Source: an optimization exercise on an open RTL-to-GDS flow (aim: small area, a short achievable clock period and few clock cycles). Production flows keep margins and buffers that such runs may drop. Function was checked by simulation only, so behaviour that the tests miss may differ from the original. Power figures rest on the tool's default switching activity, not on a simulated workload.

**run.sh**
```bash
#!/bin/bash
# synth_recipe.tcl (not shown) runs the flow's synth.tcl, then flattens the netlist and writes it again
# the make line also repeats each setting of config.mk as NAME=value (left out here)
make -C /OpenROAD-flow-scripts/flow DESIGN_CONFIG=/design/flow/config.mk WORK_HOME=/design/flow/orfs CLKGATE_MAP_FILE= SYNTH_SCRIPT=/design/flow/synth_recipe.tcl finish
```
**config.mk**
```make
export PLATFORM = sky130hd
export DESIGN_NAME = alu
export DESIGN_NICKNAME = alu
export VERILOG_FILES = /design/flow/design.v
export SDC_FILE = /design/flow/constraint.sdc
export NUM_CORES = 4
export LEC_CHECK = 0
export ABC_AREA = 1
export CAP_MARGIN = 20
export CORE_MARGIN = 2
export CORE_UTILIZATION = 40
export SLEW_MARGIN = 20
```
**constraint.sdc**
```tcl
create_clock -name core_clock -period 27.0 [get_ports {i_clk}]
set_input_delay 5.4000 -clock core_clock [delete_from_list [all_inputs] [get_ports {i_clk}]]
set_output_delay 5.4000 -clock core_clock [all_outputs]
set_load 0.01 [all_outputs]
```
**design.v**
```verilog
module alu #(
    parameter INST_W = 4,
    parameter INT_W  = 6,
    parameter FRAC_W = 10,
    parameter DATA_W = INT_W + FRAC_W
)(
    input                      i_clk,
    input                      i_rst_n,
    input                      i_in_valid,
    output                     o_busy,
    input         [INST_W-1:0] i_inst,
    input  signed [DATA_W-1:0] i_data_a,
    input  signed [DATA_W-1:0] i_data_b,
    output                     o_out_valid,
    output        [DATA_W-1:0] o_data
);
reg [3:0]  op0;
reg [15:0] a0, b0;
always @(posedge i_clk) begin
    op0 <= i_inst;
    a0  <= i_data_a;
    b0  <= i_data_b;
end
reg        s0_res;       
reg        s0_row;       
reg        s1_res;       
reg        s1_mac;       
reg  [2:0] row_cnt;      
reg  [3:0] t_cnt;        
reg        row7;         
reg        busy_r;
reg        out_valid_r;
reg        s1_sin;       
reg        s1_neg;       
wire acc_row  = i_in_valid && (i_inst == 4'b1001);
wire last_row = acc_row && row7;
always @(posedge i_clk or negedge i_rst_n) begin
    if (!i_rst_n) begin
        s0_res      <= 1'b0;
        s0_row      <= 1'b0;
        s1_res      <= 1'b0;
        s1_mac      <= 1'b0;
        row_cnt     <= 3'd0;
        row7        <= 1'b0;
        s1_sin      <= 1'b0;
        s1_neg      <= 1'b0;
        t_cnt       <= 4'd0;
        busy_r      <= 1'b0;
        out_valid_r <= 1'b0;
    end else begin
        s0_res      <= i_in_valid && (i_inst != 4'b1001);
        s0_row      <= acc_row;
        s1_res      <= s0_res;
        s1_mac      <= s0_res && (op0 == 4'b0010);
        if (acc_row) begin
            row_cnt <= row_cnt + 3'd1;
            row7    <= (row_cnt == 3'd6);
        end
        s1_sin      <= (op0 == 4'b0011);
        s1_neg      <= a0[11];
        if (last_row) t_cnt <= 4'd7;
        else if (t_cnt != 4'd0) t_cnt <= t_cnt + 4'd1;
        busy_r      <= last_row || (busy_r && (t_cnt != 4'd13));
        out_valid_r <= s1_res || t_cnt[3];
    end
end
assign o_busy      = busy_r;
assign o_out_valid = out_valid_r;
reg [15:0] m [0:7];
integer i;
always @(posedge i_clk) begin
    if (s0_row) begin
        for (i = 0; i < 8; i = i + 1)
            m[i] <= {m[i][13:0], a0[(14-i*2)+:2]};
    end
end
wire [15:0] add_r = a0 + b0;
wire [15:0] sub_r = a0 - b0;
reg  [15:0] add_s, sub_s;
always @(*) begin
    if (!a0[15] && !b0[15] && add_r[15])      add_s = 16'h7FFF;
    else if (a0[15] && b0[15] && !add_r[15])  add_s = 16'h8000;
    else                                      add_s = add_r;
    if (!a0[15] && b0[15] && sub_r[15])       sub_s = 16'h7FFF;
    else if (a0[15] && !b0[15] && !sub_r[15]) sub_s = 16'h8000;
    else                                      sub_s = sub_r;
end
wire [15:0] ma = a0;
wire [15:0] mb = b0;
wire bm_w1 = mb[1];
wire bm_w2 = mb[0] ^ 1'b0;
wire bm_w3 = (mb[1] & ~mb[0] & ~1'b0) | (~mb[1] & mb[0] & 1'b0);
wire bm_w4 = ((bm_w2 & ma[0])) ^ bm_w1;
wire bm_w5 = ((bm_w2 & ma[1]) | (bm_w3 & ma[0])) ^ bm_w1;
wire bm_w6 = ((bm_w2 & ma[2]) | (bm_w3 & ma[1])) ^ bm_w1;
wire bm_w7 = ((bm_w2 & ma[3]) | (bm_w3 & ma[2])) ^ bm_w1;
wire bm_w8 = ((bm_w2 & ma[4]) | (bm_w3 & ma[3])) ^ bm_w1;
wire bm_w9 = ((bm_w2 & ma[5]) | (bm_w3 & ma[4])) ^ bm_w1;
wire bm_w10 = ((bm_w2 & ma[6]) | (bm_w3 & ma[5])) ^ bm_w1;
wire bm_w11 = ((bm_w2 & ma[7]) | (bm_w3 & ma[6])) ^ bm_w1;
wire bm_w12 = ((bm_w2 & ma[8]) | (bm_w3 & ma[7])) ^ bm_w1;
wire bm_w13 = ((bm_w2 & ma[9]) | (bm_w3 & ma[8])) ^ bm_w1;
wire bm_w14 = ((bm_w2 & ma[10]) | (bm_w3 & ma[9])) ^ bm_w1;
wire bm_w15 = ((bm_w2 & ma[11]) | (bm_w3 & ma[10])) ^ bm_w1;
wire bm_w16 = ((bm_w2 & ma[12]) | (bm_w3 & ma[11])) ^ bm_w1;
wire bm_w17 = ((bm_w2 & ma[13]) | (bm_w3 & ma[12])) ^ bm_w1;
wire bm_w18 = ((bm_w2 & ma[14]) | (bm_w3 & ma[13])) ^ bm_w1;
wire bm_w19 = ((bm_w2 & ma[15]) | (bm_w3 & ma[14])) ^ bm_w1;
wire bm_w20 = ~(((bm_w2 & ma[15]) | (bm_w3 & ma[15])) ^ bm_w1);
wire bm_w21 = mb[3];
wire bm_w22 = mb[2] ^ mb[1];
wire bm_w23 = (mb[3] & ~mb[2] & ~mb[1]) | (~mb[3] & mb[2] & mb[1]);
wire bm_w24 = ((bm_w22 & ma[0])) ^ bm_w21;
wire bm_w25 = ((bm_w22 & ma[1]) | (bm_w23 & ma[0])) ^ bm_w21;
wire bm_w26 = ((bm_w22 & ma[2]) | (bm_w23 & ma[1])) ^ bm_w21;
wire bm_w27 = ((bm_w22 & ma[3]) | (bm_w23 & ma[2])) ^ bm_w21;
wire bm_w28 = ((bm_w22 & ma[4]) | (bm_w23 & ma[3])) ^ bm_w21;
wire bm_w29 = ((bm_w22 & ma[5]) | (bm_w23 & ma[4])) ^ bm_w21;
wire bm_w30 = ((bm_w22 & ma[6]) | (bm_w23 & ma[5])) ^ bm_w21;
wire bm_w31 = ((bm_w22 & ma[7]) | (bm_w23 & ma[6])) ^ bm_w21;
wire bm_w32 = ((bm_w22 & ma[8]) | (bm_w23 & ma[7])) ^ bm_w21;
wire bm_w33 = ((bm_w22 & ma[9]) | (bm_w23 & ma[8])) ^ bm_w21;
wire bm_w34 = ((bm_w22 & ma[10]) | (bm_w23 & ma[9])) ^ bm_w21;
wire bm_w35 = ((bm_w22 & ma[11]) | (bm_w23 & ma[10])) ^ bm_w21;
wire bm_w36 = ((bm_w22 & ma[12]) | (bm_w23 & ma[11])) ^ bm_w21;
wire bm_w37 = ((bm_w22 & ma[13]) | (bm_w23 & ma[12])) ^ bm_w21;
wire bm_w38 = ((bm_w22 & ma[14]) | (bm_w23 & ma[13])) ^ bm_w21;
wire bm_w39 = ((bm_w22 & ma[15]) | (bm_w23 & ma[14])) ^ bm_w21;
wire bm_w40 = ~(((bm_w22 & ma[15]) | (bm_w23 & ma[15])) ^ bm_w21);
wire bm_w41 = mb[5];
wire bm_w42 = mb[4] ^ mb[3];
wire bm_w43 = (mb[5] & ~mb[4] & ~mb[3]) | (~mb[5] & mb[4] & mb[3]);
wire bm_w44 = ((bm_w42 & ma[0])) ^ bm_w41;
wire bm_w45 = ((bm_w42 & ma[1]) | (bm_w43 & ma[0])) ^ bm_w41;
wire bm_w46 = ((bm_w42 & ma[2]) | (bm_w43 & ma[1])) ^ bm_w41;
wire bm_w47 = ((bm_w42 & ma[3]) | (bm_w43 & ma[2])) ^ bm_w41;
wire bm_w48 = ((bm_w42 & ma[4]) | (bm_w43 & ma[3])) ^ bm_w41;
wire bm_w49 = ((bm_w42 & ma[5]) | (bm_w43 & ma[4])) ^ bm_w41;
wire bm_w50 = ((bm_w42 & ma[6]) | (bm_w43 & ma[5])) ^ bm_w41;
wire bm_w51 = ((bm_w42 & ma[7]) | (bm_w43 & ma[6])) ^ bm_w41;
wire bm_w52 = ((bm_w42 & ma[8]) | (bm_w43 & ma[7])) ^ bm_w41;
wire bm_w53 = ((bm_w42 & ma[9]) | (bm_w43 & ma[8])) ^ bm_w41;
wire bm_w54 = ((bm_w42 & ma[10]) | (bm_w43 & ma[9])) ^ bm_w41;
wire bm_w55 = ((bm_w42 & ma[11]) | (bm_w43 & ma[10])) ^ bm_w41;
wire bm_w56 = ((bm_w42 & ma[12]) | (bm_w43 & ma[11])) ^ bm_w41;
wire bm_w57 = ((bm_w42 & ma[13]) | (bm_w43 & ma[12])) ^ bm_w41;
wire bm_w58 = ((bm_w42 & ma[14]) | (bm_w43 & ma[13])) ^ bm_w41;
wire bm_w59 = ((bm_w42 & ma[15]) | (bm_w43 & ma[14])) ^ bm_w41;
wire bm_w60 = ~(((bm_w42 & ma[15]) | (bm_w43 & ma[15])) ^ bm_w41);
wire bm_w61 = mb[7];
wire bm_w62 = mb[6] ^ mb[5];
wire bm_w63 = (mb[7] & ~mb[6] & ~mb[5]) | (~mb[7] & mb[6] & mb[5]);
wire bm_w64 = ((bm_w62 & ma[0])) ^ bm_w61;
wire bm_w65 = ((bm_w62 & ma[1]) | (bm_w63 & ma[0])) ^ bm_w61;
wire bm_w66 = ((bm_w62 & ma[2]) | (bm_w63 & ma[1])) ^ bm_w61;
wire bm_w67 = ((bm_w62 & ma[3]) | (bm_w63 & ma[2])) ^ bm_w61;
wire bm_w68 = ((bm_w62 & ma[4]) | (bm_w63 & ma[3])) ^ bm_w61;
wire bm_w69 = ((bm_w62 & ma[5]) | (bm_w63 & ma[4])) ^ bm_w61;
wire bm_w70 = ((bm_w62 & ma[6]) | (bm_w63 & ma[5])) ^ bm_w61;
wire bm_w71 = ((bm_w62 & ma[7]) | (bm_w63 & ma[6])) ^ bm_w61;
wire bm_w72 = ((bm_w62 & ma[8]) | (bm_w63 & ma[7])) ^ bm_w61;
wire bm_w73 = ((bm_w62 & ma[9]) | (bm_w63 & ma[8])) ^ bm_w61;
wire bm_w74 = ((bm_w62 & ma[10]) | (bm_w63 & ma[9])) ^ bm_w61;
wire bm_w75 = ((bm_w62 & ma[11]) | (bm_w63 & ma[10])) ^ bm_w61;
wire bm_w76 = ((bm_w62 & ma[12]) | (bm_w63 & ma[11])) ^ bm_w61;
wire bm_w77 = ((bm_w62 & ma[13]) | (bm_w63 & ma[12])) ^ bm_w61;
wire bm_w78 = ((bm_w62 & ma[14]) | (bm_w63 & ma[13])) ^ bm_w61;
wire bm_w79 = ((bm_w62 & ma[15]) | (bm_w63 & ma[14])) ^ bm_w61;
wire bm_w80 = ~(((bm_w62 & ma[15]) | (bm_w63 & ma[15])) ^ bm_w61);
wire bm_w81 = mb[9];
wire bm_w82 = mb[8] ^ mb[7];
wire bm_w83 = (mb[9] & ~mb[8] & ~mb[7]) | (~mb[9] & mb[8] & mb[7]);
wire bm_w84 = ((bm_w82 & ma[0])) ^ bm_w81;
wire bm_w85 = ((bm_w82 & ma[1]) | (bm_w83 & ma[0])) ^ bm_w81;
wire bm_w86 = ((bm_w82 & ma[2]) | (bm_w83 & ma[1])) ^ bm_w81;
wire bm_w87 = ((bm_w82 & ma[3]) | (bm_w83 & ma[2])) ^ bm_w81;
wire bm_w88 = ((bm_w82 & ma[4]) | (bm_w83 & ma[3])) ^ bm_w81;
wire bm_w89 = ((bm_w82 & ma[5]) | (bm_w83 & ma[4])) ^ bm_w81;
wire bm_w90 = ((bm_w82 & ma[6]) | (bm_w83 & ma[5])) ^ bm_w81;
wire bm_w91 = ((bm_w82 & ma[7]) | (bm_w83 & ma[6])) ^ bm_w81;
wire bm_w92 = ((bm_w82 & ma[8]) | (bm_w83 & ma[7])) ^ bm_w81;
wire bm_w93 = ((bm_w82 & ma[9]) | (bm_w83 & ma[8])) ^ bm_w81;
wire bm_w94 = ((bm_w82 & ma[10]) | (bm_w83 & ma[9])) ^ bm_w81;
wire bm_w95 = ((bm_w82 & ma[11]) | (bm_w83 & ma[10])) ^ bm_w81;
wire bm_w96 = ((bm_w82 & ma[12]) | (bm_w83 & ma[11])) ^ bm_w81;
wire bm_w97 = ((bm_w82 & ma[13]) | (bm_w83 & ma[12])) ^ bm_w81;
wire bm_w98 = ((bm_w82 & ma[14]) | (bm_w83 & ma[13])) ^ bm_w81;
wire bm_w99 = ((bm_w82 & ma[15]) | (bm_w83 & ma[14])) ^ bm_w81;
wire bm_w100 = ~(((bm_w82 & ma[15]) | (bm_w83 & ma[15])) ^ bm_w81);
wire bm_w101 = mb[11];
wire bm_w102 = mb[10] ^ mb[9];
wire bm_w103 = (mb[11] & ~mb[10] & ~mb[9]) | (~mb[11] & mb[10] & mb[9]);
wire bm_w104 = ((bm_w102 & ma[0])) ^ bm_w101;
wire bm_w105 = ((bm_w102 & ma[1]) | (bm_w103 & ma[0])) ^ bm_w101;
wire bm_w106 = ((bm_w102 & ma[2]) | (bm_w103 & ma[1])) ^ bm_w101;
wire bm_w107 = ((bm_w102 & ma[3]) | (bm_w103 & ma[2])) ^ bm_w101;
wire bm_w108 = ((bm_w102 & ma[4]) | (bm_w103 & ma[3])) ^ bm_w101;
wire bm_w109 = ((bm_w102 & ma[5]) | (bm_w103 & ma[4])) ^ bm_w101;
wire bm_w110 = ((bm_w102 & ma[6]) | (bm_w103 & ma[5])) ^ bm_w101;
wire bm_w111 = ((bm_w102 & ma[7]) | (bm_w103 & ma[6])) ^ bm_w101;
wire bm_w112 = ((bm_w102 & ma[8]) | (bm_w103 & ma[7])) ^ bm_w101;
wire bm_w113 = ((bm_w102 & ma[9]) | (bm_w103 & ma[8])) ^ bm_w101;
wire bm_w114 = ((bm_w102 & ma[10]) | (bm_w103 & ma[9])) ^ bm_w101;
wire bm_w115 = ((bm_w102 & ma[11]) | (bm_w103 & ma[10])) ^ bm_w101;
wire bm_w116 = ((bm_w102 & ma[12]) | (bm_w103 & ma[11])) ^ bm_w101;
wire bm_w117 = ((bm_w102 & ma[13]) | (bm_w103 & ma[12])) ^ bm_w101;
wire bm_w118 = ((bm_w102 & ma[14]) | (bm_w103 & ma[13])) ^ bm_w101;
wire bm_w119 = ((bm_w102 & ma[15]) | (bm_w103 & ma[14])) ^ bm_w101;
wire bm_w120 = ~(((bm_w102 & ma[15]) | (bm_w103 & ma[15])) ^ bm_w101);
wire bm_w121 = mb[13];
wire bm_w122 = mb[12] ^ mb[11];
wire bm_w123 = (mb[13] & ~mb[12] & ~mb[11]) | (~mb[13] & mb[12] & mb[11]);
wire bm_w124 = ((bm_w122 & ma[0])) ^ bm_w121;
wire bm_w125 = ((bm_w122 & ma[1]) | (bm_w123 & ma[0])) ^ bm_w121;
wire bm_w126 = ((bm_w122 & ma[2]) | (bm_w123 & ma[1])) ^ bm_w121;
wire bm_w127 = ((bm_w122 & ma[3]) | (bm_w123 & ma[2])) ^ bm_w121;
wire bm_w128 = ((bm_w122 & ma[4]) | (bm_w123 & ma[3])) ^ bm_w121;
wire bm_w129 = ((bm_w122 & ma[5]) | (bm_w123 & ma[4])) ^ bm_w121;
wire bm_w130 = ((bm_w122 & ma[6]) | (bm_w123 & ma[5])) ^ bm_w121;
wire bm_w131 = ((bm_w122 & ma[7]) | (bm_w123 & ma[6])) ^ bm_w121;
wire bm_w132 = ((bm_w122 & ma[8]) | (bm_w123 & ma[7])) ^ bm_w121;
wire bm_w133 = ((bm_w122 & ma[9]) | (bm_w123 & ma[8])) ^ bm_w121;
wire bm_w134 = ((bm_w122 & ma[10]) | (bm_w123 & ma[9])) ^ bm_w121;
wire bm_w135 = ((bm_w122 & ma[11]) | (bm_w123 & ma[10])) ^ bm_w121;
wire bm_w136 = ((bm_w122 & ma[12]) | (bm_w123 & ma[11])) ^ bm_w121;
wire bm_w137 = ((bm_w122 & ma[13]) | (bm_w123 & ma[12])) ^ bm_w121;
wire bm_w138 = ((bm_w122 & ma[14]) | (bm_w123 & ma[13])) ^ bm_w121;
wire bm_w139 = ((bm_w122 & ma[15]) | (bm_w123 & ma[14])) ^ bm_w121;
wire bm_w140 = ~(((bm_w122 & ma[15]) | (bm_w123 & ma[15])) ^ bm_w121);
wire bm_w141 = mb[15];
wire bm_w142 = mb[14] ^ mb[13];
wire bm_w143 = (mb[15] & ~mb[14] & ~mb[13]) | (~mb[15] & mb[14] & mb[13]);
wire bm_w144 = ((bm_w142 & ma[0])) ^ bm_w141;
wire bm_w145 = ((bm_w142 & ma[1]) | (bm_w143 & ma[0])) ^ bm_w141;
wire bm_w146 = ((bm_w142 & ma[2]) | (bm_w143 & ma[1])) ^ bm_w141;
wire bm_w147 = ((bm_w142 & ma[3]) | (bm_w143 & ma[2])) ^ bm_w141;
wire bm_w148 = ((bm_w142 & ma[4]) | (bm_w143 & ma[3])) ^ bm_w141;
wire bm_w149 = ((bm_w142 & ma[5]) | (bm_w143 & ma[4])) ^ bm_w141;
wire bm_w150 = ((bm_w142 & ma[6]) | (bm_w143 & ma[5])) ^ bm_w141;
wire bm_w151 = ((bm_w142 & ma[7]) | (bm_w143 & ma[6])) ^ bm_w141;
wire bm_w152 = ((bm_w142 & ma[8]) | (bm_w143 & ma[7])) ^ bm_w141;
wire bm_w153 = ((bm_w142 & ma[9]) | (bm_w143 & ma[8])) ^ bm_w141;
wire bm_w154 = ((bm_w142 & ma[10]) | (bm_w143 & ma[9])) ^ bm_w141;
wire bm_w155 = ((bm_w142 & ma[11]) | (bm_w143 & ma[10])) ^ bm_w141;
wire bm_w156 = ((bm_w142 & ma[12]) | (bm_w143 & ma[11])) ^ bm_w141;
wire bm_w157 = ((bm_w142 & ma[13]) | (bm_w143 & ma[12])) ^ bm_w141;
wire bm_w158 = ((bm_w142 & ma[14]) | (bm_w143 & ma[13])) ^ bm_w141;
wire bm_w159 = ((bm_w142 & ma[15]) | (bm_w143 & ma[14])) ^ bm_w141;
wire bm_w160 = ~(((bm_w142 & ma[15]) | (bm_w143 & ma[15])) ^ bm_w141);
wire bm_w161 = bm_w14 ^ bm_w32;
wire bm_w162 = bm_w14 & bm_w32;
wire bm_w163 = bm_w15 ^ bm_w33;
wire bm_w164 = bm_w15 & bm_w33;
wire bm_w165 = bm_w16 ^ bm_w34 ^ bm_w52;
wire bm_w166 = (bm_w16 & bm_w34) | (bm_w16 & bm_w52) | (bm_w34 & bm_w52);
wire bm_w167 = bm_w70 ^ bm_w88;
wire bm_w168 = bm_w70 & bm_w88;
wire bm_w169 = bm_w17 ^ bm_w35 ^ bm_w53;
wire bm_w170 = (bm_w17 & bm_w35) | (bm_w17 & bm_w53) | (bm_w35 & bm_w53);
wire bm_w171 = bm_w71 ^ bm_w89;
wire bm_w172 = bm_w71 & bm_w89;
wire bm_w173 = bm_w18 ^ bm_w36 ^ bm_w54;
wire bm_w174 = (bm_w18 & bm_w36) | (bm_w18 & bm_w54) | (bm_w36 & bm_w54);
wire bm_w175 = bm_w72 ^ bm_w90 ^ bm_w108;
wire bm_w176 = (bm_w72 & bm_w90) | (bm_w72 & bm_w108) | (bm_w90 & bm_w108);
wire bm_w177 = bm_w126 ^ bm_w144;
wire bm_w178 = bm_w126 & bm_w144;
wire bm_w179 = bm_w19 ^ bm_w37 ^ bm_w55;
wire bm_w180 = (bm_w19 & bm_w37) | (bm_w19 & bm_w55) | (bm_w37 & bm_w55);
wire bm_w181 = bm_w73 ^ bm_w91 ^ bm_w109;
wire bm_w182 = (bm_w73 & bm_w91) | (bm_w73 & bm_w109) | (bm_w91 & bm_w109);
wire bm_w183 = bm_w127 ^ bm_w145;
wire bm_w184 = bm_w127 & bm_w145;
wire bm_w185 = bm_w20 ^ bm_w38 ^ bm_w56;
wire bm_w186 = (bm_w20 & bm_w38) | (bm_w20 & bm_w56) | (bm_w38 & bm_w56);
wire bm_w187 = bm_w74 ^ bm_w92 ^ bm_w110;
wire bm_w188 = (bm_w74 & bm_w92) | (bm_w74 & bm_w110) | (bm_w92 & bm_w110);
wire bm_w189 = bm_w128 ^ bm_w146 ^ 1'b1;
wire bm_w190 = (bm_w128 & bm_w146) | (bm_w128 & 1'b1) | (bm_w146 & 1'b1);
wire bm_w191 = bm_w39 ^ bm_w57 ^ bm_w75;
wire bm_w192 = (bm_w39 & bm_w57) | (bm_w39 & bm_w75) | (bm_w57 & bm_w75);
wire bm_w193 = bm_w93 ^ bm_w111 ^ bm_w129;
wire bm_w194 = (bm_w93 & bm_w111) | (bm_w93 & bm_w129) | (bm_w111 & bm_w129);
wire bm_w195 = bm_w147 ^ 1'b1;
wire bm_w196 = bm_w147 & 1'b1;
wire bm_w197 = bm_w40 ^ bm_w58 ^ bm_w76;
wire bm_w198 = (bm_w40 & bm_w58) | (bm_w40 & bm_w76) | (bm_w58 & bm_w76);
wire bm_w199 = bm_w94 ^ bm_w112 ^ bm_w130;
wire bm_w200 = (bm_w94 & bm_w112) | (bm_w94 & bm_w130) | (bm_w112 & bm_w130);
wire bm_w201 = bm_w59 ^ bm_w77 ^ bm_w95;
wire bm_w202 = (bm_w59 & bm_w77) | (bm_w59 & bm_w95) | (bm_w77 & bm_w95);
wire bm_w203 = bm_w113 ^ bm_w131;
wire bm_w204 = bm_w113 & bm_w131;
wire bm_w205 = bm_w60 ^ bm_w78 ^ bm_w96;
wire bm_w206 = (bm_w60 & bm_w78) | (bm_w60 & bm_w96) | (bm_w78 & bm_w96);
wire bm_w207 = bm_w79 ^ bm_w97;
wire bm_w208 = bm_w79 & bm_w97;
wire bm_w209 = bm_w10 ^ bm_w28;
wire bm_w210 = bm_w10 & bm_w28;
wire bm_w211 = bm_w11 ^ bm_w29;
wire bm_w212 = bm_w11 & bm_w29;
wire bm_w213 = bm_w12 ^ bm_w30 ^ bm_w48;
wire bm_w214 = (bm_w12 & bm_w30) | (bm_w12 & bm_w48) | (bm_w30 & bm_w48);
wire bm_w215 = bm_w66 ^ bm_w84;
wire bm_w216 = bm_w66 & bm_w84;
wire bm_w217 = bm_w13 ^ bm_w31 ^ bm_w49;
wire bm_w218 = (bm_w13 & bm_w31) | (bm_w13 & bm_w49) | (bm_w31 & bm_w49);
wire bm_w219 = bm_w67 ^ bm_w85;
wire bm_w220 = bm_w67 & bm_w85;
wire bm_w221 = bm_w161 ^ bm_w50 ^ bm_w68;
wire bm_w222 = (bm_w161 & bm_w50) | (bm_w161 & bm_w68) | (bm_w50 & bm_w68);
wire bm_w223 = bm_w86 ^ bm_w104 ^ bm_w101;
wire bm_w224 = (bm_w86 & bm_w104) | (bm_w86 & bm_w101) | (bm_w104 & bm_w101);
wire bm_w225 = bm_w162 ^ bm_w163 ^ bm_w51;
wire bm_w226 = (bm_w162 & bm_w163) | (bm_w162 & bm_w51) | (bm_w163 & bm_w51);
wire bm_w227 = bm_w69 ^ bm_w87 ^ bm_w105;
wire bm_w228 = (bm_w69 & bm_w87) | (bm_w69 & bm_w105) | (bm_w87 & bm_w105);
wire bm_w229 = bm_w164 ^ bm_w165 ^ bm_w167;
wire bm_w230 = (bm_w164 & bm_w165) | (bm_w164 & bm_w167) | (bm_w165 & bm_w167);
wire bm_w231 = bm_w106 ^ bm_w124 ^ bm_w121;
wire bm_w232 = (bm_w106 & bm_w124) | (bm_w106 & bm_w121) | (bm_w124 & bm_w121);
wire bm_w233 = bm_w166 ^ bm_w168 ^ bm_w169;
wire bm_w234 = (bm_w166 & bm_w168) | (bm_w166 & bm_w169) | (bm_w168 & bm_w169);
wire bm_w235 = bm_w171 ^ bm_w107 ^ bm_w125;
wire bm_w236 = (bm_w171 & bm_w107) | (bm_w171 & bm_w125) | (bm_w107 & bm_w125);
wire bm_w237 = bm_w170 ^ bm_w172 ^ bm_w173;
wire bm_w238 = (bm_w170 & bm_w172) | (bm_w170 & bm_w173) | (bm_w172 & bm_w173);
wire bm_w239 = bm_w175 ^ bm_w177 ^ bm_w141;
wire bm_w240 = (bm_w175 & bm_w177) | (bm_w175 & bm_w141) | (bm_w177 & bm_w141);
wire bm_w241 = bm_w174 ^ bm_w176 ^ bm_w178;
wire bm_w242 = (bm_w174 & bm_w176) | (bm_w174 & bm_w178) | (bm_w176 & bm_w178);
wire bm_w243 = bm_w179 ^ bm_w181 ^ bm_w183;
wire bm_w244 = (bm_w179 & bm_w181) | (bm_w179 & bm_w183) | (bm_w181 & bm_w183);
wire bm_w245 = bm_w180 ^ bm_w182 ^ bm_w184;
wire bm_w246 = (bm_w180 & bm_w182) | (bm_w180 & bm_w184) | (bm_w182 & bm_w184);
wire bm_w247 = bm_w185 ^ bm_w187 ^ bm_w189;
wire bm_w248 = (bm_w185 & bm_w187) | (bm_w185 & bm_w189) | (bm_w187 & bm_w189);
wire bm_w249 = bm_w186 ^ bm_w188 ^ bm_w190;
wire bm_w250 = (bm_w186 & bm_w188) | (bm_w186 & bm_w190) | (bm_w188 & bm_w190);
wire bm_w251 = bm_w191 ^ bm_w193 ^ bm_w195;
wire bm_w252 = (bm_w191 & bm_w193) | (bm_w191 & bm_w195) | (bm_w193 & bm_w195);
wire bm_w253 = bm_w192 ^ bm_w194 ^ bm_w196;
wire bm_w254 = (bm_w192 & bm_w194) | (bm_w192 & bm_w196) | (bm_w194 & bm_w196);
wire bm_w255 = bm_w197 ^ bm_w199 ^ bm_w148;
wire bm_w256 = (bm_w197 & bm_w199) | (bm_w197 & bm_w148) | (bm_w199 & bm_w148);
wire bm_w257 = bm_w198 ^ bm_w200 ^ bm_w201;
wire bm_w258 = (bm_w198 & bm_w200) | (bm_w198 & bm_w201) | (bm_w200 & bm_w201);
wire bm_w259 = bm_w203 ^ bm_w149 ^ 1'b1;
wire bm_w260 = (bm_w203 & bm_w149) | (bm_w203 & 1'b1) | (bm_w149 & 1'b1);
wire bm_w261 = bm_w202 ^ bm_w204 ^ bm_w205;
wire bm_w262 = (bm_w202 & bm_w204) | (bm_w202 & bm_w205) | (bm_w204 & bm_w205);
wire bm_w263 = bm_w114 ^ bm_w132 ^ bm_w150;
wire bm_w264 = (bm_w114 & bm_w132) | (bm_w114 & bm_w150) | (bm_w132 & bm_w150);
wire bm_w265 = bm_w206 ^ bm_w207 ^ bm_w115;
wire bm_w266 = (bm_w206 & bm_w207) | (bm_w206 & bm_w115) | (bm_w207 & bm_w115);
wire bm_w267 = bm_w133 ^ bm_w151 ^ 1'b1;
wire bm_w268 = (bm_w133 & bm_w151) | (bm_w133 & 1'b1) | (bm_w151 & 1'b1);
wire bm_w269 = bm_w208 ^ bm_w80 ^ bm_w98;
wire bm_w270 = (bm_w208 & bm_w80) | (bm_w208 & bm_w98) | (bm_w80 & bm_w98);
wire bm_w271 = bm_w116 ^ bm_w134 ^ bm_w152;
wire bm_w272 = (bm_w116 & bm_w134) | (bm_w116 & bm_w152) | (bm_w134 & bm_w152);
wire bm_w273 = bm_w99 ^ bm_w117 ^ bm_w135;
wire bm_w274 = (bm_w99 & bm_w117) | (bm_w99 & bm_w135) | (bm_w117 & bm_w135);
wire bm_w275 = bm_w153 ^ 1'b1;
wire bm_w276 = bm_w153 & 1'b1;
wire bm_w277 = bm_w100 ^ bm_w118 ^ bm_w136;
wire bm_w278 = (bm_w100 & bm_w118) | (bm_w100 & bm_w136) | (bm_w118 & bm_w136);
wire bm_w279 = bm_w119 ^ bm_w137;
wire bm_w280 = bm_w119 & bm_w137;
wire bm_w281 = bm_w8 ^ bm_w26;
wire bm_w282 = bm_w8 & bm_w26;
wire bm_w283 = bm_w9 ^ bm_w27;
wire bm_w284 = bm_w9 & bm_w27;
wire bm_w285 = bm_w209 ^ bm_w46 ^ bm_w64;
wire bm_w286 = (bm_w209 & bm_w46) | (bm_w209 & bm_w64) | (bm_w46 & bm_w64);
wire bm_w287 = bm_w210 ^ bm_w211 ^ bm_w47;
wire bm_w288 = (bm_w210 & bm_w211) | (bm_w210 & bm_w47) | (bm_w211 & bm_w47);
wire bm_w289 = bm_w212 ^ bm_w213 ^ bm_w215;
wire bm_w290 = (bm_w212 & bm_w213) | (bm_w212 & bm_w215) | (bm_w213 & bm_w215);
wire bm_w291 = bm_w214 ^ bm_w216 ^ bm_w217;
wire bm_w292 = (bm_w214 & bm_w216) | (bm_w214 & bm_w217) | (bm_w216 & bm_w217);
wire bm_w293 = bm_w218 ^ bm_w220 ^ bm_w221;
wire bm_w294 = (bm_w218 & bm_w220) | (bm_w218 & bm_w221) | (bm_w220 & bm_w221);
wire bm_w295 = bm_w222 ^ bm_w224 ^ bm_w225;
wire bm_w296 = (bm_w222 & bm_w224) | (bm_w222 & bm_w225) | (bm_w224 & bm_w225);
wire bm_w297 = bm_w226 ^ bm_w228 ^ bm_w229;
wire bm_w298 = (bm_w226 & bm_w228) | (bm_w226 & bm_w229) | (bm_w228 & bm_w229);
wire bm_w299 = bm_w230 ^ bm_w232 ^ bm_w233;
wire bm_w300 = (bm_w230 & bm_w232) | (bm_w230 & bm_w233) | (bm_w232 & bm_w233);
wire bm_w301 = bm_w234 ^ bm_w236 ^ bm_w237;
wire bm_w302 = (bm_w234 & bm_w236) | (bm_w234 & bm_w237) | (bm_w236 & bm_w237);
wire bm_w303 = bm_w238 ^ bm_w240 ^ bm_w241;
wire bm_w304 = (bm_w238 & bm_w240) | (bm_w238 & bm_w241) | (bm_w240 & bm_w241);
wire bm_w305 = bm_w242 ^ bm_w244 ^ bm_w245;
wire bm_w306 = (bm_w242 & bm_w244) | (bm_w242 & bm_w245) | (bm_w244 & bm_w245);
wire bm_w307 = bm_w246 ^ bm_w248 ^ bm_w249;
wire bm_w308 = (bm_w246 & bm_w248) | (bm_w246 & bm_w249) | (bm_w248 & bm_w249);
wire bm_w309 = bm_w250 ^ bm_w252 ^ bm_w253;
wire bm_w310 = (bm_w250 & bm_w252) | (bm_w250 & bm_w253) | (bm_w252 & bm_w253);
wire bm_w311 = bm_w254 ^ bm_w256 ^ bm_w257;
wire bm_w312 = (bm_w254 & bm_w256) | (bm_w254 & bm_w257) | (bm_w256 & bm_w257);
wire bm_w313 = bm_w258 ^ bm_w260 ^ bm_w261;
wire bm_w314 = (bm_w258 & bm_w260) | (bm_w258 & bm_w261) | (bm_w260 & bm_w261);
wire bm_w315 = bm_w262 ^ bm_w264 ^ bm_w265;
wire bm_w316 = (bm_w262 & bm_w264) | (bm_w262 & bm_w265) | (bm_w264 & bm_w265);
wire bm_w317 = bm_w266 ^ bm_w268 ^ bm_w269;
wire bm_w318 = (bm_w266 & bm_w268) | (bm_w266 & bm_w269) | (bm_w268 & bm_w269);
wire bm_w319 = bm_w270 ^ bm_w272 ^ bm_w273;
wire bm_w320 = (bm_w270 & bm_w272) | (bm_w270 & bm_w273) | (bm_w272 & bm_w273);
wire bm_w321 = bm_w274 ^ bm_w276 ^ bm_w277;
wire bm_w322 = (bm_w274 & bm_w276) | (bm_w274 & bm_w277) | (bm_w276 & bm_w277);
wire bm_w323 = bm_w278 ^ bm_w279 ^ bm_w155;
wire bm_w324 = (bm_w278 & bm_w279) | (bm_w278 & bm_w155) | (bm_w279 & bm_w155);
wire bm_w325 = bm_w280 ^ bm_w120 ^ bm_w138;
wire bm_w326 = (bm_w280 & bm_w120) | (bm_w280 & bm_w138) | (bm_w120 & bm_w138);
wire bm_w327 = bm_w139 ^ bm_w157;
wire bm_w328 = bm_w139 & bm_w157;
wire bm_w329 = bm_w6 ^ bm_w24;
wire bm_w330 = bm_w6 & bm_w24;
wire bm_w331 = bm_w7 ^ bm_w25;
wire bm_w332 = bm_w7 & bm_w25;
wire bm_w333 = bm_w281 ^ bm_w44 ^ bm_w41;
wire bm_w334 = (bm_w281 & bm_w44) | (bm_w281 & bm_w41) | (bm_w44 & bm_w41);
wire bm_w335 = bm_w282 ^ bm_w283 ^ bm_w45;
wire bm_w336 = (bm_w282 & bm_w283) | (bm_w282 & bm_w45) | (bm_w283 & bm_w45);
wire bm_w337 = bm_w284 ^ bm_w285 ^ bm_w61;
wire bm_w338 = (bm_w284 & bm_w285) | (bm_w284 & bm_w61) | (bm_w285 & bm_w61);
wire bm_w339 = bm_w286 ^ bm_w287 ^ bm_w65;
wire bm_w340 = (bm_w286 & bm_w287) | (bm_w286 & bm_w65) | (bm_w287 & bm_w65);
wire bm_w341 = bm_w288 ^ bm_w289 ^ bm_w81;
wire bm_w342 = (bm_w288 & bm_w289) | (bm_w288 & bm_w81) | (bm_w289 & bm_w81);
wire bm_w343 = bm_w290 ^ bm_w291 ^ bm_w219;
wire bm_w344 = (bm_w290 & bm_w291) | (bm_w290 & bm_w219) | (bm_w291 & bm_w219);
wire bm_w345 = bm_w292 ^ bm_w293 ^ bm_w223;
wire bm_w346 = (bm_w292 & bm_w293) | (bm_w292 & bm_w223) | (bm_w293 & bm_w223);
wire bm_w347 = bm_w294 ^ bm_w295 ^ bm_w227;
wire bm_w348 = (bm_w294 & bm_w295) | (bm_w294 & bm_w227) | (bm_w295 & bm_w227);
wire bm_w349 = bm_w296 ^ bm_w297 ^ bm_w231;
wire bm_w350 = (bm_w296 & bm_w297) | (bm_w296 & bm_w231) | (bm_w297 & bm_w231);
wire bm_w351 = bm_w298 ^ bm_w299 ^ bm_w235;
wire bm_w352 = (bm_w298 & bm_w299) | (bm_w298 & bm_w235) | (bm_w299 & bm_w235);
wire bm_w353 = bm_w300 ^ bm_w301 ^ bm_w239;
wire bm_w354 = (bm_w300 & bm_w301) | (bm_w300 & bm_w239) | (bm_w301 & bm_w239);
wire bm_w355 = bm_w302 ^ bm_w303 ^ bm_w243;
wire bm_w356 = (bm_w302 & bm_w303) | (bm_w302 & bm_w243) | (bm_w303 & bm_w243);
wire bm_w357 = bm_w304 ^ bm_w305 ^ bm_w247;
wire bm_w358 = (bm_w304 & bm_w305) | (bm_w304 & bm_w247) | (bm_w305 & bm_w247);
wire bm_w359 = bm_w306 ^ bm_w307 ^ bm_w251;
wire bm_w360 = (bm_w306 & bm_w307) | (bm_w306 & bm_w251) | (bm_w307 & bm_w251);
wire bm_w361 = bm_w308 ^ bm_w309 ^ bm_w255;
wire bm_w362 = (bm_w308 & bm_w309) | (bm_w308 & bm_w255) | (bm_w309 & bm_w255);
wire bm_w363 = bm_w310 ^ bm_w311 ^ bm_w259;
wire bm_w364 = (bm_w310 & bm_w311) | (bm_w310 & bm_w259) | (bm_w311 & bm_w259);
wire bm_w365 = bm_w312 ^ bm_w313 ^ bm_w263;
wire bm_w366 = (bm_w312 & bm_w313) | (bm_w312 & bm_w263) | (bm_w313 & bm_w263);
wire bm_w367 = bm_w314 ^ bm_w315 ^ bm_w267;
wire bm_w368 = (bm_w314 & bm_w315) | (bm_w314 & bm_w267) | (bm_w315 & bm_w267);
wire bm_w369 = bm_w316 ^ bm_w317 ^ bm_w271;
wire bm_w370 = (bm_w316 & bm_w317) | (bm_w316 & bm_w271) | (bm_w317 & bm_w271);
wire bm_w371 = bm_w318 ^ bm_w319 ^ bm_w275;
wire bm_w372 = (bm_w318 & bm_w319) | (bm_w318 & bm_w275) | (bm_w319 & bm_w275);
wire bm_w373 = bm_w320 ^ bm_w321 ^ bm_w154;
wire bm_w374 = (bm_w320 & bm_w321) | (bm_w320 & bm_w154) | (bm_w321 & bm_w154);
wire bm_w375 = bm_w322 ^ bm_w323 ^ 1'b1;
wire bm_w376 = (bm_w322 & bm_w323) | (bm_w322 & 1'b1) | (bm_w323 & 1'b1);
wire bm_w377 = bm_w324 ^ bm_w325 ^ bm_w156;
wire bm_w378 = (bm_w324 & bm_w325) | (bm_w324 & bm_w156) | (bm_w325 & bm_w156);
wire bm_w379 = bm_w326 ^ bm_w327 ^ 1'b1;
wire bm_w380 = (bm_w326 & bm_w327) | (bm_w326 & 1'b1) | (bm_w327 & 1'b1);
wire bm_w381 = bm_w328 ^ bm_w140 ^ bm_w158;
wire bm_w382 = (bm_w328 & bm_w140) | (bm_w328 & bm_w158) | (bm_w140 & bm_w158);
wire bm_w383 = bm_w159 ^ 1'b1;
wire bm_w384 = bm_w159 & 1'b1;
wire [31:0] bm_x = {1'b1, bm_w384, bm_w382, bm_w380, bm_w378, bm_w376, bm_w374, bm_w372, bm_w370, bm_w368, bm_w366, bm_w364, bm_w362, bm_w360, bm_w358, bm_w356, bm_w354, bm_w352, bm_w350, bm_w348, bm_w346, bm_w344, bm_w342, bm_w340, bm_w338, bm_w336, bm_w334, bm_w332, bm_w330, bm_w329, bm_w5, bm_w4};
wire [31:0] bm_y = {1'b0, bm_w160, bm_w383, bm_w381, bm_w379, bm_w377, bm_w375, bm_w373, bm_w371, bm_w369, bm_w367, bm_w365, bm_w363, bm_w361, bm_w359, bm_w357, bm_w355, bm_w353, bm_w351, bm_w349, bm_w347, bm_w345, bm_w343, bm_w341, bm_w339, bm_w337, bm_w335, bm_w333, bm_w331, bm_w21, 1'b0, bm_w1};
wire [31:0] prod = bm_x + bm_y;
wire [11:0] sin_x = a0[11:0];
wire [10:0] sin_u = sin_x[11] ? (~sin_x[10:0] + 11'd1) : sin_x[10:0];
wire [12:0] sin_rom;
localparam [2047:0] SIN_T0 = 2048'h71c70e3c78f0e1e1e1f0f83e0f81f01f80ff00ff800fff800007fffffffffff80000fff800ff807f80f7871e38f1c71ce38c739c6739cc663319998cccccc9999b3266cd9366d936c926dbffe003ff007f807f80fc07e07e07c1f83e1f078471e38e71c71ce39c639ce718ce7398ce63399ccc66633333199999999b33332666ccd993266c99326c9b26c9b64db649b6d924924924924925b6d24b6d25b4b696d2d2d2d2d2d2d296b4a5ad294a5294a56b5a95ad4ad4ad5a952a54a952ad5aa55aad56ab55aa955aab556aa9556aaa5556aaa95554aaaad55556aaaaab55555552aaaaaaaaa55555555555555552aaaaaaaaaaaaaaaaaaaaaaaaaaaaaaaaaaaa;
assign sin_rom[0] = SIN_T0[sin_u];
localparam [2047:0] SIN_T1 = 2048'hfc0fe03f80fe01fe00ff801ff800fff8000ffff8000007fffffffffffffffffffff000000ffff8000f7f81fc0fe07e0fc0f83e0783e0f87c3e1e1f0f0f0f1e1e3c3870e1c78e1c70e38e3fffffc00007fff8000fff8007ff801ffc01ff8007e03f07e07e0fc1f83e0f81f0f83e0f07c3e1f0f8783c3c3e1e1e1e1e3c3c3c7870f1e1c3870e1c38f1c38f1c78e3871c71e38e38e38e38e39c71c738e39c738e71ce31ce31ce31ce738c631ce739ce7398c6319ce7318ce6319cc67319cce63399cce673399cce66333998cce6673339998ccce66673333199998cccccc666666633333333339999999999999999ccccccccccccccccccccccccccccccccccccc;
assign sin_rom[1] = SIN_T1[sin_u];
localparam [2047:0] SIN_T2 = 2048'h3ffe0007ffe0001ffff800007fffff800000007fffffffffffffffffffffffffffffffff3fffffff08001fff0007ff000ffc007fc00ff803fe01ff00ff01fe03fc07f01f80fe07f03f03ffffffffff80000000ffffff800001ffffe000078003ff8007ff001ffc00ffe00ffdff007fc01ff007fc03fc01fe01fe03fc03f807f01fe03f80fe03f01fc0fe07f03f81f81fc0fc0fc0fc0fc1f81f83f03e07c0f81f03e0fc1f03e0f83f07c1f07c1f07c1f07c1e0f83e0f07c1e0f87c1e0f07c3e1f0f87c3e1f0f87c3c1e0f0f8783c3e1e0f0f078783c3c1e1e1f0f0f0f87878783c3c3c3c3c1e1e1e1e1e1e1e1e0f0f0f0f0f0f0f0f0f0f0f0f0f0f0f0f0f0f0;
assign sin_rom[2] = SIN_T2[sin_u];
localparam [2047:0] SIN_T3 = 2048'h1ffffffe000000007ffffffffff8000000000000000000000000000000000000000003fffffffffffe0000007fffff000007ffff00003fffe0000fffe0003fff8001fff0007ffc003ffffffffffffffffff000000000001fffffffffffffc000007ffffe00000fffff00000007fffe00007fffc0001fffe0003fffc0007ffe0003fff0003ffe000fff8003ffe001fff000fff000ffe001ffc003ff800ffe003ff001ffc00ffc007fe007fe007fe007fe00ffc00ff801ff007fe00ff803fe00ff803fe00ff803fe00ff007fc03fe00ff007f803fc01fe01ff00ff007f807fc03fc03fc01fe01fe01fe01fe00ff00ff00ff00ff00ff00ff00ff00ff00ff00;
assign sin_rom[3] = SIN_T3[sin_u];
localparam [2047:0] SIN_T4 = 2048'h1fffffffffffffffffff8000000000000000000000000000000000000000003ffffffff00000000007ffffffffff8000000003ffffffff00000003ffffffe0000007fffffdfffffffffffffffffffffffffffffe00000000000000000007ffffffffff0000000000007ffffffff800000001fffffffc00000007ffffffc0000003ffffff0000003fffffe000000ffffff000001fffffc00000fffffc00001fffff000007ffff800007ffff80000fffff00001ffff80000ffffc0000ffffc0000ffffc0000ffff80003ffff00007fffc0001fffe0000ffff80007fffc0003fffe0001fffe0001ffff0000ffff0000ffff0000ffff0000ffff0000;
assign sin_rom[4] = SIN_T4[sin_u];
localparam [2047:0] SIN_T5 = 2048'h7ffffffffffffffffffffffffffffffffffffffffffffffffffffffffffff800000000000000000003fffffffffffffffc00000000000007fffffffffffffffffffffffffffffffffffffffffffffffffffffff8000000000000000001ffff800000000000000001fffffffffffffff800000000000003ffffffffffffc000000000000fffffffffffe00000000000ffffffffffe00000000007fffffffff8000000000fffffffffe000000000fffffffff000000000fffffffff000000003ffffffff800000001ffffffff000000007fffffffc00000001fffffffe00000000ffffffff00000000ffffffff00000000;
assign sin_rom[5] = SIN_T5[sin_u];
localparam [2047:0] SIN_T6 = 2048'h3ffffffffffffffffffffffffffffffffffffffc000000000000000000000000000007fffffffffffffffffffffffffffffffffffffffffffff800000000000000000000000000000000000000000000000001fffffffffffffffffffffffffffffc0000000000000000000000000fffffffffffffffffffffff0000000000000000000007fffffffffffffffffff0000000000000000000ffffffffffffffffff000000000000000003ffffffffffffffffe00000000000000007fffffffffffffffe0000000000000000ffffffffffffffff0000000000000000;
assign sin_rom[6] = SIN_T6[sin_u];
localparam [2047:0] SIN_T7 = 2048'h3ffffffff0000000000000000000000000000000000000000000000000000000000007fffffe0000000000000000000000000000000000000007fffffffffffffffffffffffffffffffffffffffffffffffffe0000000000000000000000000000000000000000000000000000000ffffffffffffffffffffffffffffffffffffffffffff800000000000000000000000000000000000000fffffffffffffffffffffffffffffffffffc0000000000000000000000000000000007ffffffffffffffffffffffffffffffff00000000000000000000000000000000;
assign sin_rom[7] = SIN_T7[sin_u];
localparam [2047:0] SIN_T8 = 2048'h3ffffffffffffffffffffffffffffffffffffffffffffffffffffffffffffffffffff80000000000000000000000000000000000000000000007fffffffffffffffffffffffffffffffffffffffffffffffffffffffffffffffffffffffffffffffffffffffffffffffffffffffff00000000000000000000000000000000000000000000000000000000000000000000000000000000000fffffffffffffffffffffffffffffffffffffffffffffffffffffffffffffffffffff80000000000000000000000000000000000000000000000000000000000000000;
assign sin_rom[8] = SIN_T8[sin_u];
localparam [2047:0] SIN_T9 = 2048'h3ffffffff0000000000000000000000000000000000000000000000000000000000000000001ffffffffffffffffffffffffffffffffffffffffffffffffffffffffffffffffffffffffffffffffffffffffffffffffffffffffffffffffffffffffffffffffffffffffffffffffffffffffffffffffffffffffffffffffffffffffffffffffffffffffffffffffffffffffffffffffffff00000000000000000000000000000000000000000000000000000000000000000000000000000000000000000000000000000000000000000000000000000000000000;
assign sin_rom[9] = SIN_T9[sin_u];
localparam [2047:0] SIN_T10 = 2048'h3ffffffffffffffffffffffffffffffffffffffffffffffffffffffffffffffffffffffffffffffffffffffffffffffffffffffffffffffffff80000000000000000000000000000000000000000000000000000000000000000000000000000000000000000000000000000000000000000000000000000000000000000000000000000000000000000000000000000000000000000000000000000000000000000000000000000000000000000000000000000000000000000000000000000000000000000000000000000000000000000000000000000000000;
assign sin_rom[10] = SIN_T10[sin_u];
localparam [2047:0] SIN_T11 = 2048'hffffffffffffffffffffffffffffffffffffffffffffffffffffffffffffffffffffffffffc00000000000000000000000000000000000000000000000000000000000000000000000000000000000000000000000000000000000000000000000000000000000000000000000000000000000000000000000000000000000000000000000000000000000000000000000000000000000000000000000000000000000000000000000000000000000000000000000000000000000000000000000000000000000000000000000000000000000000000000000000000000000000000000000000000000000000000000000000000000000000000000000000000;
assign sin_rom[11] = SIN_T11[sin_u];
localparam [2047:0] SIN_T12 = 2048'hffffffffffffffffffffffffffffffffffffffffffffffffffffffffffffffffffffffffffc00000000000000000000000000000000000000000000000000000000000000000000000000000000000000000000000000000000000000000000000000000000000000000000000000000000000000000000000000000000000000000000000000000000000000000000000000000000000000000000000000000000000000000000000000000000000000000000000000000000000000000000000000000000000000000000000000000000000000000000000000000000000000000000000000000000000000000000000000000000000000000000000000000;
assign sin_rom[12] = SIN_T12[sin_u];
wire [12:0] sin_m = {sin_rom[12], sin_rom[11] | (sin_x == 12'h800), sin_rom[10:0]};
wire [15:0] gray_r = a0 ^ {1'b0, a0[15:1]};
reg  [4:0] ones;
integer j;
always @(*) begin
    ones = 5'd0;
    for (j = 0; j < 16; j = j + 1) ones = ones + {4'd0, a0[j]};
end
wire [31:0] lrcw_w = {b0, ~b0} << ones;
wire [15:0] lrcw_r = lrcw_w[31:16];
wire [31:0] rot_w = {a0, a0} >> b0[3:0];
wire [15:0] rot_r = rot_w[15:0];
reg  [4:0] clz;
integer k;
always @(*) begin
    clz = 5'd16;
    for (k = 0; k < 16; k = k + 1) if (a0[k]) clz = 5'd15 - k[4:0];
end
wire [15:0] clz_r = {11'd0, clz};
reg  [15:0] rm_r;
integer n;
always @(*) begin
    for (n = 0; n < 13; n = n + 1) rm_r[n] = (a0[n+:4] == b0[(15-n)-:4]);
    rm_r[15:13] = 3'b000;
end
reg [15:0] res0;
always @(*) begin
    case (op0)
    4'b0000: res0 = add_s;
    4'b0001: res0 = sub_s;
    4'b0011: res0 = {3'b000, sin_m};
    4'b0100: res0 = gray_r;
    4'b0101: res0 = lrcw_r;
    4'b0110: res0 = rot_r;
    4'b0111: res0 = clz_r;
    default: res0 = rm_r;
    endcase
end
reg [31:0] r1;
always @(posedge i_clk) begin
    r1 <= (op0 == 4'b0010) ? prod : {16'd0, res0};
end
reg  [35:0] acc;
wire [35:0] mac = {{4{r1[31]}}, r1} + acc;
reg  [35:0] acc_n;
always @(*) begin
    if (!r1[31] && !acc[35] && mac[35])      acc_n = {1'b0, {35{1'b1}}};
    else if (r1[31] && acc[35] && !mac[35])  acc_n = {1'b1, {35{1'b0}}};
    else                                     acc_n = mac;
end
reg [15:0] mac_r;
always @(*) begin
    if (acc_n[35] == 1'b0) begin
        if (acc_n[34:0] >= {{10{1'b0}}, {16{1'b1}}, {9{1'b0}}}) mac_r = 16'h7FFF;
        else mac_r = acc_n[25:10] + {15'd0, acc_n[9]};
    end else begin
        if (acc_n[34:0] <= {{10{1'b1}}, {16{1'b0}}, {9{1'b1}}}) mac_r = 16'h8000;
        else mac_r = acc_n[25:10] + {15'd0, acc_n[9]};
    end
end
always @(posedge i_clk or negedge i_rst_n) begin
    if (!i_rst_n) acc <= 36'd0;
    else if (s1_mac) acc <= acc_n;
end
wire [12:0] sin_s = s1_neg ? (~r1[12:0] + 13'd1) : r1[12:0];
reg [15:0] o_data_r;
always @(posedge i_clk) begin
    if (t_cnt[3])    o_data_r <= m[t_cnt[2:0]];
    else if (s1_mac) o_data_r <= mac_r;
    else if (s1_sin) o_data_r <= {{3{sin_s[12]}}, sin_s};
    else             o_data_r <= r1[15:0];
end
assign o_data = o_data_r;
endmodule
```
==> run summary <==
-- layout make-up --
class | count | area share
multi-input combinational | 3620 | 0.630
sequential | 264 | 0.206
inverter | 490 | 0.0555
timing repair buffer | 146 | 0.0372
tap | 978 | 0.0369
clock buffer | 47 | 0.0290
clock inverter | 15 | 0.00514
-- report_power, final --
part / switching, mW / internal [mW]
clock: 0.192 / 0.265
combinational: 1.87 / 0.874
sequential: 0.0579 / 0.483
total: 2.12 / 1.62
-- worst reg2reg max path, stage by stage (launching register included) --
cell,delay (ns)
dfxtp_1,0.31
buf_4,0.25
clkinv_1,0.80
fa_1,0.87
inv_1,0.05
fa_1,0.47
inv_1,0.05
fa_1,0.47
inv_1,0.04
ha_1,0.20
fa_1,0.83
inv_1,0.35
nand2_1,0.14
o21ai_0,0.10
o21ai_0,0.34
nand2_1,0.11
a21oi_1,0.18
nor3_1,0.08
a21oi_1,0.19
o211ai_1,0.19
nor4_1,0.31
o21ai_0,0.22
nand2_1,0.10
nand2_1,0.06
-- worst max path at each step --
stage	slack, ns	cells after the start	from	to
2_1_floorplan	20.84	5	i_inst[1]	row_cnt[2]$_DFFE_PN0P_
3_5_place_dp	19.35	7	i_inst[3]	row_cnt[2]$_DFFE_PN0P_
5_1_grt	19.67	23	a0[12]$_DFF_P_	r1[8]$_DFF_P_
3_3_place_gp	19.36	7	i_inst[3]	row_cnt[2]$_DFFE_PN0P_
6_report	19.75	7	i_inst[3]	t_cnt[1]$_DFFE_PN0P_
4_1_cts	19.93	7	i_inst[3]	row_cnt[2]$_DFFE_PN0P_
-- cells in the mapped netlist (17+ instances only) --
cell | instances | share of area
a221oi_1 | 20 | 0.0058
o21ai_0 | 388 | 0.064
nand4_1 | 65 | 0.013
nand3_1 | 281 | 0.046
a31oi_1 | 50 | 0.010
o211ai_1 | 39 | 0.0096
a211oi_1 | 17 | 0.0042
nor2_1 | 342 | 0.042
inv_1 | 465 | 0.057
buf_2 | 33 | 0.0054
dfxtp_1 | 84 | 0.055
dfrtp_1 | 52 | 0.043
xnor2_1 | 27 | 0.0078
ha_1 | 171 | 0.070
o22ai_1 | 127 | 0.026
o21ai_1 | 17 | 0.0028
o2111ai_1 | 27 | 0.0078
a21oi_1 | 293 | 0.048
buf_1 | 33 | 0.0041
a21boi_0 | 17 | 0.0042
edfxtp_1 | 128 | 0.13
clkbuf_1 | 164 | 0.020
o221ai_1 | 18 | 0.0052
fa_1 | 96 | 0.063
nand2_2 | 22 | 0.0045
nor3_1 | 40 | 0.0066
nand2_1 | 1250 | 0.15
xor2_1 | 172 | 0.049
-- sequential cells by signal (all words and copies together) (netlist names), 3 cells and up --
signal	flops
r1	32
op0	4
row_cnt	3
a0	16
t_cnt	4
o_data_r	16
m	128
b0	16
acc	36
-- through the flow --
step	std cells	hold WS [ns]
CTS	5560	0.386
global placement	5498	0.373
floorplan	4612	0.354
finish	5560	0.385
detailed placement	5498	0.374
global route	5560	0.398
-- kinds of logic after synthesis --
family	synth area share
and+or+nand+nor	0.280
adders and majority gates	0.133
AOI/OAI and AO/OA	0.210
muxes	0.00197
DFF	0.224
xor gates and xnor gates	0.0583
buffers and inverters	0.0928
-- layer usage --
| layer | wire (um) | part of all wire | vias to the layer above |
|---|---|---|---|
| li1 | - | - | 15500 |
| met1 | 54300 | 0.42 | 15600 |
| met2 | 53300 | 0.41 | 2103 |
| met3 | 14600 | 0.11 | 427 |
| met4 | 6310 | 0.049 | 2 |
| met5 | 29 | 0.00023 | - |
==> key figures <==
Run status
  – Status: timing/DRC/antenna clean

Yosys
  – #FFs+latches synth: 264
  – Sequential area share after synthesis: 0.224
  – Post-Synthesis Cell Area: 30,400 um2
  – Synth unique cells: 63
  – Syn. warnings: 2
  – Mapped Cells: 4,612
  – Syn Area/Cell: 6.60 um2
  – Post-Syn Nets: 4,918
  – Dominant synthesized flop cell: edfxtp_1
  – Post-synth ARST share: 0.197
  – Number of enable flip-flop cells after synthesis: 128

Timing
  – TNS Setup: 0 ns
  – Hold Violations, Final: 0
  – Slew HR: 0.139
  – Final WS setup: 19.75 ns
  – Clock skew: 0.0463 ns
  – Slew Limit Fails: 0
  – Worst Tran Pin Value: 1.28 ns
  – Final setup viols: 0
  – Tcrit/Tclk final: 0.269
  – Max Freq: 138 MHz
  – RSZ-0062 raised after global routing: no
  – Crit path time final: 7.25 ns

Floorplanning
  – Die area: 78,300 um2
  – Initial Utilization: 0.402
  – Core ar.: 75,700 um2
  – Width of the die: 280 um
  – Die Y-Extent: 280 um
  – Rows: 101
  – IO Count: 57

Place
  – Placed cell areas: 32,000 um2
  – IO buf count: 56
  – RePlAce Congestion: 1.03
  – Pre-CTS WS: 19.35 ns
  – DP Wirelength: 95,300 um

Layout
  – Fillers: 8,026
  – Commonest non-fill, non-tap cell in the layout: nand2_1
  – Layout Utilization: 0.438
  – Nets: 4,862
  – Most frequent cells in the layout: 1,247 x nand2_1, 465 x inv_1, 387 x o21ai_0, 340 x nor2_1, 293 x a21oi_1
  – Area of the multi-input gates: 20,900 um2
  – Share of layout cells above drive strength 1: 0.0478
  – Ant. Diodes: 0
  – Design Area, Final: 33,100 um2
  – Register area: 6830 um2
  – Area delta synth->final: 8.82%

CTS
  – Post-CTS sizing: 0
  – Total clock sinks: 264
  – Max H-tree Level: 2
  – CTS Root Cell: clkbuf_16
  – Num CTS Buffers: 34
  – CTS tree: yes
  – Setup repair bufs after CTS: 0
  – Clk pin slew, worst setup/hold paths: 0.06 ns
  – Post-CTS Hold Buffers: 0
  – CTS Buffer Depth: 3
  – Clk latency of the worst-skew pair: 0.58 ns

Min path
  – HP Start: s0_res$_DFF_PN0_
  – Worst Hold Endpoint: s1_res$_DFF_PN0_
  – WHS Path Cells: 0
  – Hold Crit Class: reg -> reg

Critical path
  – Type of the worst setup path: in -> reg
  – CP dominant cell by count: nand2_1
  – Slowest stage delay, CP: 0.96 ns
  – WP data arrival: 7.72 ns
  – R2R depth: 23
  – Critical path's slowest cell: nor3_1
  – Reg2reg start: a0[12]$_DFF_P_
  – Worst EP required: 27.46 ns
  – Reg2Reg Setup Slack: 20.16 ns
  – Worst Setup End Kind: flip-flop
  – Delay-heaviest family, CP: simple AND/OR/NAND/NOR gates
  – Worst-path cell chain: clkdlybuf4s50_1 -> nand2_1 -> nor3_1 -> nand2_1 -> nor2_1 -> inv_1 -> o211ai_1
  – Setup crit start kind: input port
  – R2R Path End: r1[8]$_DFF_P_
  – Buffers & Inverters on Critical Path: 2
  – Worst-path maximum fanout: 5

Power and ir drop
  – P_leak: 15.1 nW
  – Power Density: 113 nW/um2
  – Maximum vdd ir drop: 119 uV
  – Final Power: 3.74 mW

Global routing
  – Met3 Track Usage GR: 0.0689
  – Overall Global Routing Usage: 0.321
  – Largest net degree at the start of global routing: 67
  – Met1 Track Usage GR: 0.448
  – GR peak layer: met2
  – Antenna violations before repair: 3
  – First-pass GRT wire length: 194,000 um
  – GRT met2 Usage: 0.477
  – Grt ovf: 0
  – Vias in the first global route: 31,400

Drt
  – DRT Pass-1 Iters: 9
  – Via count: 33,600
  – DR vias/cell: 6.05
  – DR iter-0 viols: 4,541
  – Avg WL per Cell: 23.1 um
  – Final wirelength: 129,000 um
  – Post-route DRC: 0
  – Final ANT Viol Nets: 0

Run
  – Max_cap viols: 0
Testbench counts, summed over its fixed seeds: cycles 3,586.

what the ideal ports hide:
In the flow no input, the clock included, has a driving cell. The finished layout below was timed again as built, in two steps. Step 1 assumes that a clkbuf_16 drives the clock port and a buf_2 every other input. Step 2 moves the port delays by t, midway between the first and last clock arrival at a register: inputs arrive t later, outputs are due t later. That takes back most of the time a late clock gives input paths. a / b / c = ideal / step 1 / step 2; a / b = the first two.
t (ns): 0.617
setup WS [ns]: 19.746 / 19.786 / 19.169
clock arrival spread, ns: 0.051 / 0.052
After both steps this run still meets setup and hold. For this run, drivers alone change the setup slack by +0.040 ns; drivers and shift together by -0.577 ns.
